Context: an optimization exercise on an open-source flow, tuned for small area. The choices shown serve that exercise and are no tape-out recipe.
In this exercise RTL edits were held to simulation tests only and were not proved equivalent to the original.
Power and IR drop assume default switching activity.

==> flow/run.sh <==
#!/bin/bash
# synth_recipe.tcl (not shown) runs the flow's synth.tcl, then flattens the netlist and writes it again
# the make line also repeats each setting of config.mk as NAME=value (left out here)
make -C /OpenROAD-flow-scripts/flow DESIGN_CONFIG=/design/flow/config.mk WORK_HOME=/design/flow/orfs CLKGATE_MAP_FILE= SYNTH_SCRIPT=/design/flow/synth_recipe.tcl finish
==> flow/config.mk <==
export PLATFORM = sky130hd
export DESIGN_NAME = parking_system_top
export DESIGN_NICKNAME = parking_system_top
export VERILOG_FILES = /design/flow/design.v
export SDC_FILE = /design/flow/constraint.sdc
export NUM_CORES = 4
export LEC_CHECK = 0
export CAP_MARGIN = 20
export CORE_MARGIN = 2
export CORE_UTILIZATION = 40
export SLEW_MARGIN = 20
==> flow/constraint.sdc <==
create_clock -name core_clock -period 20.0 [get_ports {clk}]
set_input_delay 4.0000 -clock core_clock [delete_from_list [all_inputs] [get_ports {clk}]]
set_output_delay 4.0000 -clock core_clock [all_outputs]
set_load 0.01 [all_outputs]
==> flow/design.v <==
module seven_seg (A, B, C, D, led_a, led_b, led_c, led_d, led_e, led_f, led_g);
	input A, B, C, D;
	output led_a, led_b, led_c, led_d, led_e, led_f, 
             led_g;
	assign led_a = ~(A | C | B&D | ~B&~D);
	assign led_b = ~(~B | ~C&~D | C&D);
	assign led_c = ~(B | ~C | D);
	assign led_d = ~(~B&~D | C&~D | B&~C&D | ~B&C | A);
	assign led_e = ~(~B&~D | C&~D);
	assign led_f = ~(A | ~C&~D | B&~C | B&~D);
	assign led_g = ~(A | B&~C | ~B&C | C&~D);
endmodule
module clk_div (
    input clk,
    input reset,
    output reg CLK1Hz,
    output tick
);
    localparam [4:0] HALF_COUNT = 5'd24;
    reg [4:0] count;
    assign tick = (count >= HALF_COUNT) && !CLK1Hz;
    always @(posedge clk or posedge reset) begin
        if (reset) begin
            count <= 5'd0;
            CLK1Hz <= 1'b0;
        end else begin
            if (count >= HALF_COUNT) begin
                count <= 5'd0;
                CLK1Hz <= ~CLK1Hz;   
            end else begin
                count <= count + 1'b1;
            end
        end
    end
endmodule
module timer (
    input clk, reset,
    input en,
    output reg [9:0] timer_count  
);
always @(posedge clk or posedge reset)
begin
    if(reset)  
        timer_count <= 10'b0000000000;  
    else if(en) begin
        if(timer_count >= 10'd999)  
            timer_count <= 10'b0000000000;  
        else
            timer_count <= timer_count + 10'b0000000001;  
    end
end
endmodule
module car_enter_exit (
  input clk, reset,
  input car_enter, car_exit,
  input [2:0] car_sel,
  input [9:0] timer_count,
  output reg car1_state, car2_state, car3_state,
  output reg [9:0] car1_enter_time, car2_enter_time, car3_enter_time,
  output reg [9:0] car1_count, car2_count, car3_count,
  output reg [9:0] car1_cost, car2_cost, car3_cost,
  output reg [9:0] current_cost,
  output reg write_entry,
  output reg write_cost,
  output reg [9:0] entry_time_in,
  output reg [9:0] cost_in
);
    always @(posedge clk or posedge reset) begin
        if (reset) begin
            car1_count <= 10'd0;
            car2_count <= 10'd0;
            car3_count <= 10'd0;
            current_cost <= 10'd0;
            car1_state <= 0;  
            car2_state <= 0;  
            car3_state <= 0;  
            car1_cost <= 10'd0;  
            car2_cost <= 10'd0;  
            car3_cost <= 10'd0;  
            car1_enter_time <= 10'd0;  
            car2_enter_time <= 10'd0;  
            car3_enter_time <= 10'd0;  
            write_entry <= 1'b0;
            write_cost <= 1'b0;
            entry_time_in <= 10'd0;
            cost_in <= 10'd0;
        end else begin
            if (car_enter) begin
                case (car_sel)
                    3'b001: begin
                            car1_enter_time <= timer_count;
                            car1_state <= 1;  
                            car1_cost <= 10'd0;  
                            current_cost <= 10'd0;  
                            write_entry <= 1'b1;
                            entry_time_in <= timer_count;
                            cost_in <= 10'd0;
                    end
                    3'b010: begin
                            car2_enter_time <= timer_count;
                            car2_state <= 1;  
                            car2_cost <= 10'd0;  
                            current_cost <= 10'd0;  
                            write_entry <= 1'b1;
                            entry_time_in <= timer_count;
                            cost_in <= 10'd0;
                    end
                    3'b100: begin
                            car3_enter_time <= timer_count;
                            car3_state <= 1;  
                            car3_cost <= 10'd0;  
                            current_cost <= 10'd0;  
                            write_entry <= 1'b1;
                            entry_time_in <= timer_count;
                            cost_in <= 10'd0;
                    end
                    default: begin
                            current_cost <= 10'd0;  
                            write_entry <= 1'b0;
                            write_cost <= 1'b0;
                    end
                endcase
            end else if (car_exit) begin
                case (car_sel)
                    3'b001: begin
                            if (car1_state) begin  
                                car1_state <= 0;  
                                car1_cost <= (timer_count - car1_enter_time);  
                                current_cost <= (timer_count - car1_enter_time);  
                                car1_enter_time <= 10'd0;  
                                write_cost <= 1'b1;
                                cost_in <= (timer_count - car1_enter_time);
                            end
                    end
                    3'b010: begin
                            if (car2_state) begin  
                                car2_state <= 0;  
                                car2_cost <= (timer_count - car2_enter_time);  
                                current_cost <= (timer_count - car2_enter_time);  
                                car2_enter_time <= 10'd0;  
                                write_cost <= 1'b1;
                                cost_in <= (timer_count - car2_enter_time);
                            end
                    end
                    3'b100: begin
                            if (car3_state) begin  
                                car3_state <= 0;  
                                car3_cost <= (timer_count - car3_enter_time);  
                                current_cost <= (timer_count - car3_enter_time);  
                                car3_enter_time <= 10'd0;  
                                write_cost <= 1'b1;
                                cost_in <= (timer_count - car3_enter_time);
                            end
                    end
                    default: begin
                            current_cost <= 10'd0;  
                            write_entry <= 1'b0;
                            write_cost <= 1'b0;
                    end
                endcase
            end else begin
                write_entry <= 1'b0;
                write_cost <= 1'b0;
            end
        end
    end
endmodule
module memory (
    input clk,
    input reset,
    input [2:0] car_sel,          
    input write_entry,            
    input write_cost,             
    input [9:0] entry_time_in,    
    input [9:0] cost_in,          
    output reg [9:0] entry_time_out,  
    output reg [9:0] cost_out         
);
    reg [9:0] entry_time_mem [2:0];
    reg [9:0] cost_mem [2:0];
    integer i;
    reg [1:0] car_index;
    always @(*) begin
        case (car_sel)
            3'b001: car_index = 2'd0;   
            3'b010: car_index = 2'd1;   
            3'b100: car_index = 2'd2;   
            default: car_index = 2'd0;  
        endcase
    end
    always @(posedge clk or posedge reset) begin
        if (reset) begin
            for (i = 0; i < 3; i = i + 1) begin
                entry_time_mem[i] <= 10'd0;
                cost_mem[i] <= 10'd0;
            end
        end else begin
            if (write_entry) begin
                entry_time_mem[car_index] <= entry_time_in;
            end
            if (write_cost) begin
                cost_mem[car_index] <= cost_in;
            end
        end
    end
    always @(*) begin
        entry_time_out = entry_time_mem[car_index];
        cost_out = cost_mem[car_index];
    end
endmodule
module flags (
    input clk,
    input reset,
    input car1_state,
    input car2_state,
    input car3_state,
    output reg full_flag,
    output reg empty_flag
);
    always @(posedge clk or posedge reset) begin
        if (reset) begin
            full_flag <= 0;
            empty_flag <= 1;
        end else begin
            if (car1_state && car2_state && car3_state) begin
                full_flag <= 1;  
                empty_flag <= 0;  
            end else if (!car1_state && !car2_state && !car3_state) begin
                full_flag <= 0;  
                empty_flag <= 1;  
            end else begin
                full_flag <= 0;  
                empty_flag <= 0;  
            end
        end
    end
endmodule
module parking_system_top (
    input clk,
    input reset,
    input car_enter,
    input car_exit,
    input [2:0] car_sel,          
    output wire car1_state,
    output wire car2_state,
    output wire car3_state,
    output full_flag,
    output empty_flag,
    output [6:0] led_timer_1,
    output [6:0] led_timer_2,
    output [6:0] led_timer_3,
    output [6:0] led_cost_1,
    output [6:0] led_cost_2,
    output [6:0] led_cost_3
);
    wire [9:0] timer_count;
    wire [9:0] car1_enter_time, car2_enter_time, car3_enter_time;
    wire [9:0] car1_cost, car2_cost, car3_cost;
    wire [9:0] car1_count, car2_count, car3_count;
    wire [9:0] current_cost;
    wire write_entry;
    wire write_cost;
    wire [9:0] entry_time_in;
    wire [9:0] cost_in;
    wire [9:0] entry_time_out;
    wire [9:0] cost_out;
    wire CLK1Hz;
    wire tick_1hz;
    reg [3:0] bcd_units;     
    reg [3:0] bcd_tens;      
    reg [3:0] bcd_hundreds;  
    reg [3:0] timer_units;     
    reg [3:0] timer_tens;      
    reg [3:0] timer_hundreds;  
    always @(*) begin
        timer_units = timer_count % 10;
        timer_tens = (timer_count / 10) % 10;
        timer_hundreds = (timer_count / 100) % 10;
    end
    seven_seg timer_display1 (
        .A(timer_units[3]),
        .B(timer_units[2]),
        .C(timer_units[1]),
        .D(timer_units[0]),
        .led_a(led_timer_3[0]),
        .led_b(led_timer_3[1]),
        .led_c(led_timer_3[2]),
        .led_d(led_timer_3[3]),
        .led_e(led_timer_3[4]),
        .led_f(led_timer_3[5]),
        .led_g(led_timer_3[6])
    );
    seven_seg timer_display2 (
        .A(timer_tens[3]),
        .B(timer_tens[2]),
        .C(timer_tens[1]),
        .D(timer_tens[0]),
        .led_a(led_timer_2[0]),
        .led_b(led_timer_2[1]),
        .led_c(led_timer_2[2]),
        .led_d(led_timer_2[3]),
        .led_e(led_timer_2[4]),
        .led_f(led_timer_2[5]),
        .led_g(led_timer_2[6])
    );
    seven_seg timer_display3 (
        .A(timer_hundreds[3]),
        .B(timer_hundreds[2]),
        .C(timer_hundreds[1]),
        .D(timer_hundreds[0]),
        .led_a(led_timer_1[0]),
        .led_b(led_timer_1[1]),
        .led_c(led_timer_1[2]),
        .led_d(led_timer_1[3]),
        .led_e(led_timer_1[4]),
        .led_f(led_timer_1[5]),
        .led_g(led_timer_1[6])
    );
    always @(*) begin
        bcd_units = current_cost % 10;
        bcd_tens = (current_cost / 10) % 10;
        bcd_hundreds = (current_cost / 100) % 10;
    end
    clk_div clk_div_inst (
        .clk(clk),
        .reset(reset),
        .CLK1Hz(CLK1Hz),
        .tick(tick_1hz)
    );
    timer timer_inst (
        .clk(clk),
        .reset(reset),
        .en(tick_1hz),
        .timer_count(timer_count)
    );
    car_enter_exit car_ctrl (
        .clk(clk),
        .reset(reset),
        .car_enter(car_enter),
        .car_exit(car_exit),
        .car_sel(car_sel),
        .timer_count(timer_count),
        .car1_state(car1_state),
        .car2_state(car2_state),
        .car3_state(car3_state),
        .car1_enter_time(car1_enter_time),
        .car2_enter_time(car2_enter_time),
        .car3_enter_time(car3_enter_time),
        .car1_count(car1_count),
        .car2_count(car2_count),
        .car3_count(car3_count),
        .car1_cost(car1_cost),
        .car2_cost(car2_cost),
        .car3_cost(car3_cost),
        .current_cost(current_cost),
        .write_entry(write_entry),
        .write_cost(write_cost),
        .entry_time_in(entry_time_in),
        .cost_in(cost_in)
    );
    memory mem (
        .clk(clk),
        .reset(reset),
        .car_sel(car_sel),
        .write_entry(write_entry),
        .write_cost(write_cost),
        .entry_time_in(entry_time_in),
        .cost_in(cost_in),
        .entry_time_out(entry_time_out),
        .cost_out(cost_out)
    );
    flags flag_ctrl (
        .clk(clk),
        .reset(reset),
        .car1_state(car1_state),
        .car2_state(car2_state),
        .car3_state(car3_state),
        .full_flag(full_flag),
        .empty_flag(empty_flag)
    );
    seven_seg cost_display1 (
        .A(bcd_units[3]),
        .B(bcd_units[2]),
        .C(bcd_units[1]),
        .D(bcd_units[0]),
        .led_a(led_cost_3[0]),
        .led_b(led_cost_3[1]),
        .led_c(led_cost_3[2]),
        .led_d(led_cost_3[3]),
        .led_e(led_cost_3[4]),
        .led_f(led_cost_3[5]),
        .led_g(led_cost_3[6])
    );
    seven_seg cost_display2 (
        .A(bcd_tens[3]),
        .B(bcd_tens[2]),
        .C(bcd_tens[1]),
        .D(bcd_tens[0]),
        .led_a(led_cost_2[0]),
        .led_b(led_cost_2[1]),
        .led_c(led_cost_2[2]),
        .led_d(led_cost_2[3]),
        .led_e(led_cost_2[4]),
        .led_f(led_cost_2[5]),
        .led_g(led_cost_2[6])
    );
    seven_seg cost_display3 (
        .A(bcd_hundreds[3]),
        .B(bcd_hundreds[2]),
        .C(bcd_hundreds[1]),
        .D(bcd_hundreds[0]),
        .led_a(led_cost_1[0]),
        .led_b(led_cost_1[1]),
        .led_c(led_cost_1[2]),
        .led_d(led_cost_1[3]),
        .led_e(led_cost_1[4]),
        .led_f(led_cost_1[5]),
        .led_g(led_cost_1[6])
    );
endmodule
==> run summary <==
## cell usage after synthesis, types with 6 or more instances
cell / n
buf_4: 45
maj3_1: 6
a41oi_1: 6
or4_1: 6
or3_1: 14
xnor2_1: 48
ha_1: 30
o211ai_1: 15
o21ai_0: 86
o31ai_1: 11
a22o_1: 32
mux2i_1: 10
and3_1: 10
xor2_1: 7
clkinv_1: 9
nor4_1: 9
a21oi_1: 114
a211o_1: 8
o21a_1: 7
buf_1: 8
nand2b_1: 20
nor2b_1: 12
nor3_1: 38
nand4_1: 9
nand3_1: 45
o221ai_1: 12
a21o_1: 24
o21ai_1: 7
inv_1: 37
clkbuf_1: 54
nand2_1: 126
buf_2: 11
or2_2: 9
nor2_1: 116
and2_1: 14
a31oi_1: 11
o22ai_1: 21
a211oi_1: 18
dfrtp_1: 60
## logic make-up after synthesis
group / share of synthesized area (%)
XOR/XNOR: 5.46
buffers and inverters: 9.48
AO/OA/AOI/OAI: 35.3
flip-flops: 16.7
adder cells (fa/ha/maj): 4.99
multiplexers: 2.12
AND/OR/NAND/NOR: 25.9
## power by group through the flow
| stage | logic [W] | registers, W | clock network (W) |
|---|---|---|---|
| floorplan | 0.000489 | 0.000135 | 0 |
| global placement | 0.000589 | 0.000140 | 0 |
| detailed placement | 0.000589 | 0.000140 | 0 |
| CTS | 0.000591 | 0.000138 | 0.000178 |
| global route | 0.000652 | 0.000140 | 0.000183 |
| finish | 0.000593 | 0.000139 | 0.000174 |
## sequential cells by signal, indices dropped and copies added (netlist names)
register / flops
clk_div_inst.count: 5
car_ctrl.car2_state: 1
car_ctrl.car1_state: 1
car_ctrl.car1_enter_time: 10
timer_inst.timer_count: 10
car_ctrl.current_cost: 10
clk_div_inst.CLK1Hz: 1
car_ctrl.car2_enter_time: 10
flag_ctrl.empty_flag: 1
flag_ctrl.full_flag: 1
car_ctrl.car3_enter_time: 10
car_ctrl.car3_state: 1
## worst min path at each step
| stage | from | endpoint | cells after the start |
|---|---|---|---|
| finish | clk_div_inst.count[0]$_DFF_PP0_ | clk_div_inst.count[0]$_DFF_PP0_ | 1 |
| floorplan | clk_div_inst.count[0]$_DFF_PP0_ | clk_div_inst.count[0]$_DFF_PP0_ | 1 |
| CTS | clk_div_inst.count[0]$_DFF_PP0_ | clk_div_inst.count[0]$_DFF_PP0_ | 1 |
| detailed placement | clk_div_inst.count[0]$_DFF_PP0_ | clk_div_inst.count[0]$_DFF_PP0_ | 1 |
| global route | clk_div_inst.count[0]$_DFF_PP0_ | clk_div_inst.count[0]$_DFF_PP0_ | 1 |
| global placement | clk_div_inst.count[0]$_DFF_PP0_ | clk_div_inst.count[0]$_DFF_PP0_ | 1 |
## final cells by class
class                           count  area (um^2)  area share (%)
Clock buffer                       13          280            2.87
Clock inverter                      3         65.1           0.667
Inverter                           49          184            1.89
Multi-Input combinational cell   1040         6740            69.0
Sequential cell                    61         1530            15.7
Tap cell                          285          357            3.66
Timing Repair Buffer               63          606            6.21
## layer usage
layer,GRT usage (%),vias up,share of wire [%]
li1,-,4612,-
met1,26.8,4440,46
met2,34.6,259,48
met3,2.20,46,3.8
met4,6.97,0,2.3
met5,0,-,0
## worst register-to-register path: cells and delay by family (launching register included)
kind / cells / cell delay [ns]
AOI/OAI and AO/OA: 11 / 1.85
DFF: 1 / 0.39
adders and majority gates: 1 / 0.26
and+or+nand+nor: 2 / 0.23
xor gates and xnor gates: 1 / 0.16
buffers and inverters: 1 / 0.08
## metrics by stage
stage                     instance area (um^2)  util [%]  std cells  power [W]  hold slack (ns)
final                                     9750      43.3       1514   0.000906            0.458
after global routing                      9750      43.3       1514   0.000974            0.501
after CTS                                 9750      43.3       1514   0.000908            0.464
after detailed placement                  9410      41.8       1498   0.000730            0.453
after global placement                    9410      41.8       1498   0.000729            0.453
after floorplan                           9130         -       1273   0.000624            0.428
==> summary.txt <==
dpl hpwl: 18300 um
layout cell share with drive strength beyond 1: 6.92%
fin crit period: 13.66 ns
CTS-repair resized insts: 0
initial antenna violation count: 0
Mapped Area: 9130 um^2
Congestion Overflow GR: 0
DR pass1 iterations: 5
Ports: 54
Buffers on Ports: 53
CP Launch Type: flip-flop
Worst EP arrival: 9.66 ns
post-route ant nets: 0
RSZ-0062 raised after global routing: false
TritonCTS buffer count: 9
Yosys Warn Count: 8
FFs w/ async S/R, synth: 100%
Via Count: 9357
# Post-CTS Setup Buffers: 0
Nets: 1262
Clock power frac: 19.2%
Syn Area/Cell: 7.17 um^2
flop2flop setup slack: 16.89 ns
Synth area leaders: dfrtp_1, a21oi_1, nand2_1
WP depth: 30
Critical Path End: led_cost_2[6]
final worst-path setup slack: 6.34 ns
Total GRT Usage: 20.3%
Clock Tree Root: clkbuf_16
PwrDens: 92.8 nW/um^2
Die W: 155 um
share of total power in combinational logic: 65.4%
Worst Max-Slew Pin Slew: 0.982 ns
ys flop type: dfrtp_1
Final period util: 68.3%
Slowest cell on crit path: dfrtp_1
origin of the worst setup path: car_ctrl.current_cost[8]$_DFFE_PP0P_
Req. time, crit path: 16.00 ns
final setup violation count: 0
Max Fclk: 73.2 MHz
worst skew pair latency: 0.33 ns
layout filler cell count: 2284
Seq/Total Area, Yosys: 16.7%
Syn Nets: 1311
most frequent cells in the layout: nand2_1, nor2_1, a21oi_1
critical path type: reg2out
Core Region: 22500 um^2
maximum VDD drop: 74.9 uV
Mapped Cells: 1273
initial core utilization: 40.6%
EDFF count, synth: 0
first-pass GRT wire length: 41700 um
Slew Viols, Final: 0
CTS tree: done
die height: 155 um
number of distinct library cells after synthesis: 109
CP Max Fanout: 23
largest net degree at the start of global routing: 62
# DRC: 0
Critical Path Most Common Cell: ha_1
clk slew on worst S/H paths: 0.05 ns
outcome: complete, no violations
most common cell after layout, fill and taps aside: nand2_1
# hold bufs at CTS: 0
Hold Path Class: reg2reg
critical path capture point type: output pin
drt wl/cell: 16.4 um
Final Hold Vio Count: 0
violation count after the first detailed-route iteration: 757
#FFs+latches synth: 61
R2R Path End: car_ctrl.current_cost[9]$_DFFE_PP0P_
wirelength, routed: 24800 um
P_leak: 3.88 nW
Pint: 0.000524 W
Worst Reg-to-Reg Cells: 16
Rel. slew slack: 34.5%
MaxCap Viol Count: 0
Flop pwr share: 15.3%
Worst R2R Start: car_ctrl.car1_enter_time[1]$_DFFE_PP0P_
CP bufs+invs: 3
antenna cells: 0
P&R area growth vs syn: 6.85%
Slowest Stage Delay on Critical Path: 0.83 ns
Die ar.: 24000 um^2
Synth top area share: 16.4%
Cell Rows: 55
vias in the first global route: 8494
cell taking the most area after synthesis: dfrtp_1
Routability Congestion: 0.892
pre-CTS WS: 6.78 ns
CTS Buffer Depth: 2
Top Family by Delay on Critical Path: compound AO/OA/AOI/OAI gates
clk sinks: 61
Sw Pwr: 0.000382 W
H-tree depth: 3
Switching Share: 42.2%
vias per cell: 6.18
setup TNS: 0 ns
worst clock skew: 0.00442 ns

port drivers added, routing unchanged:
Ports are ideal in the flow. The routed layout listed here was re-timed in OpenROAD. Step 1: set_driving_cell puts a clkbuf_16 on clk and a buf_2 on each other input, an assumption about the parent block. Step 2, shift: input delay + t, output delay - t, t = (earliest + latest rising clock arrival at the registers) / 2. This alone moves slack from input paths to output paths. a / b / c = ideal / step 1 / step 2; a / b = the first two.
t (ns): 0.368
setup WS [ns]: 6.340 / 6.299 / 6.667
worst setup path at the end: register to output
worst register clock-pin slew, ns: 0.05 / 0.05
cell pins on the clock port's net: 1
After both steps this run still meets setup and hold. The setup slack of this run moves by -0.041 ns with the drivers and by +0.327 ns with both steps.
